This is an optimization exercise on Yosys and OpenROAD, whose aim is small area, a short achievable clock period and few clock cycles, not a production implementation. Function was checked by simulation only, so behaviour that the tests miss may differ from the original. No driver is modelled on the clock port, so clock power and skew are understated where the tree is cut down; a real chip needs a root buffer or a tree. No activity file was given, so power comes from the tool's default toggle rates.

## LBP
module LBP(  clk,reset,gray_addr,gray_req,gray_ready,gray_data,lbp_addr,lbp_valid,lbp_data,finish );
input           clk;
input           reset;
input           gray_ready;
input   [7:0]   gray_data;
output          gray_req;
output          lbp_valid;
output          finish;
output  [7:0]   lbp_data;
output  [13:0]  gray_addr;
output  [13:0]  lbp_addr;
reg             gray_req;    
reg             run;         
reg             lbp_valid;
reg             finish;
reg     [7:0]   lbp_data;
reg     [13:0]  lbp_addr;
reg     [6:0]   row;
reg     [6:0]   col;
reg     [2:0]   j;           
reg             eol;         
reg             lastrow;     
assign gray_addr = {row, col};
reg     [7:0]   p1, p2, p3, p4, p5, p6, p7, p8, p9;
reg             q1;
reg     [2:0]   q2, q3, q4, q5, q6, q7, q8;
reg     [3:0]   q9;
reg             b3;          
wire    [7:0]   x = gray_data;
function [1:0] cmpl;
    input [7:0] a;
    input [7:0] b;
    reg hgt, hlt, lge, lle;
    begin
        hgt = a[7:4] > b[7:4]; hlt = a[7:4] < b[7:4];
        lge = a[3:0] >= b[3:0]; lle = a[3:0] <= b[3:0];
        cmpl = {hgt | (~hlt & lge), hlt | (~hgt & lle)};
    end
endfunction
wire    [1:0]   cx9 = cmpl(x, p9);      
wire            done = eol & lastrow & (col == 7'd127);
always @(posedge clk or posedge reset)
begin
    if (reset) begin
        gray_req  <= 1'b0;
        run       <= 1'b0;
        finish    <= 1'b0;
        lbp_valid <= 1'b0;
    end else begin
        lbp_valid <= run & (j[2] | j[1]) & (row[6:1] != 6'd0);
        if (run) begin
            if (done) begin
                gray_req <= 1'b0;
                run      <= 1'b0;
                finish   <= 1'b1;
            end
        end else if (gray_ready & ~finish) begin
            gray_req <= 1'b1;
            run      <= 1'b1;
        end
    end
end
always @(posedge clk)
begin
    if (~run) begin
        row     <= 7'd0;
        col     <= 7'd0;
        j       <= 3'd0;
        eol     <= 1'b0;
        lastrow <= 1'b0;
    end else begin
        j     <= j + 3'd1;
        eol   <= (j == 3'd6);
        if (eol) begin
            row     <= row + 7'd1;
            lastrow <= (row == 7'd126);
            col     <= lastrow ? col - 7'd1 : col - 7'd7;
        end else
  ...
Size in the first run: about 370 cells after synthesis, about 4500 um^2 of cells after synthesis.
==> flow/config.mk <==
export PLATFORM = sky130hd
export DESIGN_NAME = LBP
export DESIGN_NICKNAME = LBP
export VERILOG_FILES = /design/flow/design.v
export SDC_FILE = /design/flow/constraint.sdc
export NUM_CORES = 4
export LEC_CHECK = 0
export CAP_MARGIN = 20
export CORE_MARGIN = 2
export CORE_UTILIZATION = 45
export SETUP_SLACK_MARGIN = 2.4
export SLEW_MARGIN = 20
==> flow/constraint.sdc <==
create_clock -name core_clock -period 4.0 [get_ports {clk}]
set_input_delay 0.8000 -clock core_clock [delete_from_list [all_inputs] [get_ports {clk}]]
set_output_delay 0.8000 -clock core_clock [all_outputs]
set_load 0.01 [all_outputs]
standard.sh (not shown) runs the stock make flow with config.mk's settings and CLKGATE_MAP_FILE= SYNTH_SCRIPT=/design/flow/synth_recipe.tcl, a recipe that flattens the netlist after the stock synthesis.
==> flow/flow/run.sh <==
#!/bin/bash
HERE=$(cd "$(dirname "$0")" && pwd)
export PRE_CTS_TCL=$HERE/cts_manual.tcl
export CTS_MANUAL_NROOT=4
export CTS_MANUAL_NLEAF=0
export CTS_MANUAL_ROOTBUF=sky130_fd_sc_hd__clkbuf_16
export CTS_MANUAL_LEAFBUF=sky130_fd_sc_hd__clkbuf_16
export BUFFER_PORTS_ARGS="-buffer_cell sky130_fd_sc_hd__buf_2"
bash standard.sh > standard.log 2>&1
==> flow/flow/cts_manual.tcl <==
# Hand-built balanced clock tree: the clock port drives NROOT buffers; each
# drives NLEAF leaf buffers (or, with NLEAF 0, the registers directly); each
# leaf drives one spatial cluster of the register clock pins. Clusters come
# from recursive bisection of the register positions, so every register sees
# the same number of buffers.
# Estimated clock load (fF) of one cluster driven from its centroid: pin
# capacitance plus wire, the wire taken as proportional to the total
# Manhattan distance of the pins from the centroid (fitted on earlier layouts).
proc mcts_cost {items} {
  set n [llength $items]
  if {$n == 0} { return 0 }
  set sx 0; set sy 0
  foreach s $items { set sx [expr {$sx + [lindex $s 1]}]; set sy [expr {$sy + [lindex $s 2]}] }
  set cx [expr {double($sx)/$n}]; set cy [expr {double($sy)/$n}]
  set st 0
  foreach s $items { set st [expr {$st + abs([lindex $s 1]-$cx) + abs([lindex $s 2]-$cy)}] }
  return [expr {1.75*$n + 0.0258*$st/1000.0}]
}
proc mcts_best {items k} {
  if {$k <= 1 || [llength $items] <= 1} { return [list [mcts_cost $items] [list $items]] }
  set k1 [expr {$k / 2}]
  set k2 [expr {$k - $k1}]
  set n [llength $items]
  set best [list 1e30 {}]
  foreach idx {1 2} {
    set sorted [lsort -integer -index $idx $items]
    set mid [expr {double($n) * $k1 / $k}]
    set lo [expr {max(1, int($mid * 0.8))}]
    set hi [expr {min($n-1, int(ceil($mid * 1.2)))}]
    for {set n1 $lo} {$n1 <= $hi} {incr n1} {
      set l [mcts_best [lrange $sorted 0 [expr {$n1-1}]] $k1]
      if {[lindex $l 0] >= [lindex $best 0]} { continue }
      set r [mcts_best [lrange $sorted $n1 end] $k2]
      set c [expr {max([lindex $l 0], [lindex $r 0])}]
      if {$c < [lindex $best 0]} {
        set best [list $c [concat [lindex $l 1] [lindex $r 1]]]
      }
    }
  }
  return $best
}
proc mcts_split {items k} {
  set b [mcts_best $items $k]
  puts "manual_cts: $k clusters, largest estimated load [format %.1f [lindex $b 0]] fF"
  return [lindex $b 1]
}
proc mcts_buffer {block master name innet items} {
  set sx 0; set sy 0
  foreach s $items { set sx [expr {$sx + [lindex $s 1]}]; set sy [expr {$sy + [lindex $s 2]}] }
  set cx [expr {int($sx / [llength $items])}]
  set cy [expr {int($sy / [llength $items])}]
  set inst [odb::dbInst_create $block $master $name]
  set net [odb::dbNet_create $block "${name}_net"]
  $net setSigType CLOCK
  [$inst findITerm A] connect $innet
  [$inst findITerm X] connect $net
  foreach s $items { set it [lindex $s 0]; $it disconnect; $it connect $net }
  $inst setLocation $cx $cy
  $inst setPlacementStatus PLACED
  return [list [$inst findITerm A] $cx $cy]
}
proc manual_cts {nroot nleaf rootbuf leafbuf} {
  set block [ord::get_db_block]
  set clknet [$block findNet clk]
  set sinks {}
  foreach it [$clknet getITerms] {
    set bb [[$it getInst] getBBox]
    lappend sinks [list $it [expr {([$bb xMin]+[$bb xMax])/2}] [expr {([$bb yMin]+[$bb yMax])/2}]]
  }
  set rm [[ord::get_db] findMaster $rootbuf]
  if {$nleaf == 0} {
    set i 0
    foreach g [mcts_split $sinks $nroot] {
      mcts_buffer $block $rm "clkroot_$i" $clknet $g
      puts "manual_cts: root $i drives [llength $g] registers"
      incr i
    }
  } else {
    set lm [[ord::get_db] findMaster $leafbuf]
    set groups [mcts_split $sinks [expr {$nroot*$nleaf}]]
    set leaves {}
    set i 0
    foreach g $groups {
      lappend leaves [mcts_buffer $block $lm "clkleaf_$i" $clknet $g]
      puts "manual_cts: leaf $i drives [llength $g] registers"
      incr i
    }
    set i 0
    foreach g [mcts_split $leaves $nroot] {
      mcts_buffer $block $rm "clkroot_$i" $clknet $g
      puts "manual_cts: root $i drives [llength $g] leaves"
      incr i
    }
  }
  set_propagated_clock [all_clocks]
}

# cts.tcl calls clock_tree_synthesis right after this hook; build the tree
# by hand instead.
rename clock_tree_synthesis orig_clock_tree_synthesis
proc clock_tree_synthesis {args} {
  manual_cts $::env(CTS_MANUAL_NROOT) $::env(CTS_MANUAL_NLEAF) \
    $::env(CTS_MANUAL_ROOTBUF) $::env(CTS_MANUAL_LEAFBUF)
}
The starting point completed with no timing, DRC or antenna violations.
Testbench counts at the start, summed over its fixed seeds: cycles 258,060.
Change:
Settings changed: CORE_UTILIZATION 45 to 55, PLACE_DENSITY set to 0.45.
Fmax is lower slightly.
Cell area is lower slightly.
Area after synthesis stays the same.
Sequential power barely changes.
Wire length is lower slightly.
Worst setup slack gets worse by 0.0066 ns.
Critical path depth is lower by 1.
Total power is about the same.
Clock power barely changes.
Clock skew is about the same.
Change:
==> flow/flow/run.sh (replaced) <==
#!/bin/bash
HERE=$(cd "$(dirname "$0")" && pwd)
export PRE_CTS_TCL=$HERE/cts_manual.tcl
export CTS_MANUAL_NROOT=4
export CTS_MANUAL_NLEAF=2
export CTS_MANUAL_ROOTBUF=sky130_fd_sc_hd__clkbuf_8
export CTS_MANUAL_LEAFBUF=sky130_fd_sc_hd__clkbuf_8
export BUFFER_PORTS_ARGS="-buffer_cell sky130_fd_sc_hd__buf_2"
bash standard.sh > standard.log 2>&1
Settings changed: CORE_UTILIZATION 55 to 50, PLACE_DENSITY 0.45 to not set, SETUP_SLACK_MARGIN 2.4 to 2.3.
The new run finished clean; sequential power hardly moves; synthesized area does not change; global-route usage goes down by 1.7 points; setup slack degrades by 0.089 ns; via count is higher by 1.6%; routed wire length falls by about 3.4%; hold slack got worse by 0.011 ns.
Change:
==> flow/flow/run.sh (replaced) <==
#!/bin/bash
HERE=$(cd "$(dirname "$0")" && pwd)
export PRE_CTS_TCL=$HERE/cts_manual.tcl
export CTS_MANUAL_NROOT=4
export CTS_MANUAL_NLEAF=0
export CTS_MANUAL_ROOTBUF=sky130_fd_sc_hd__clkbuf_16
export CTS_MANUAL_LEAFBUF=sky130_fd_sc_hd__clkbuf_16
export BUFFER_PORTS_ARGS="-buffer_cell sky130_fd_sc_hd__buf_2"
bash standard.sh > standard.log 2>&1
What happened: Clock skew goes down by 0.0071 ns; worst setup slack gains 0.023 ns; cell area goes down by 1.5%; via count goes down by 2.0%; power goes down by 5.8%; utilization goes down by 0.85 points; hold slack stays flat; critical path depth stays the same; area after synthesis stays the same; fmax goes up by 1.4%; die area stays the same.
Change:
Settings changed: SETUP_SLACK_MARGIN 2.3 to 2.5.
Effect:
- The new run produced a clean layout
- global-route usage rose by 1.2 points
- die area is unchanged
- setup slack improves by 0.070 ns
- final cell count rose by 4.2%
Change:
Settings changed: CAP_MARGIN 20 to 0, SETUP_SLACK_MARGIN 2.5 to 2.4, SLEW_MARGIN 20 to 0.
What happened:
- The changed run completed with no timing, DRC or antenna violations
- design area goes down by a little under a tenth
- clock skew rose by 0.0033 ns
- die area stays the same
- total power went down slightly
In every run of this note, the design's own scripts or RTL, not TritonCTS, make the clock network.

==> what the ideal ports hide <==
Ports are ideal in the flow. The routed layouts listed here were re-timed in OpenROAD. Step 1 sets driving cells, clkbuf_16 on the clock port and buf_2 on the other inputs (assumed; they add their load-dependent delay and slew). Step 2, shift: input delay + t, output delay - t, t = (earliest + latest rising clock arrival at the registers) / 2. This alone moves slack from input paths to output paths. Three values: no drivers, after step 1, after step 2; two values: the first two.
run	t (ns)	slack for setup (ns)	hold WS [ns]
the first run	0.249	2.429 / 2.365 / 2.236	0.337 / 0.337 / 0.337
the second run	0.252	2.422 / 2.350 / 2.228	0.339 / 0.339 / 0.339
the third run	0.339	2.333 / 2.273 / 2.188	0.329 / 0.325 / 0.329
the fourth run	0.254	2.356 / 2.277 / 2.193	0.331 / 0.331 / 0.331
the fifth run	0.257	2.426 / 2.401 / 2.216	0.336 / 0.336 / 0.336
the sixth run	0.252	2.406 / 2.346 / 2.212	0.339 / 0.339 / 0.339
After both steps setup and hold are still met in every run listed. The setup slack of the fifth run, which loses most, moves by -0.025 ns with the drivers and by -0.210 ns with both steps.
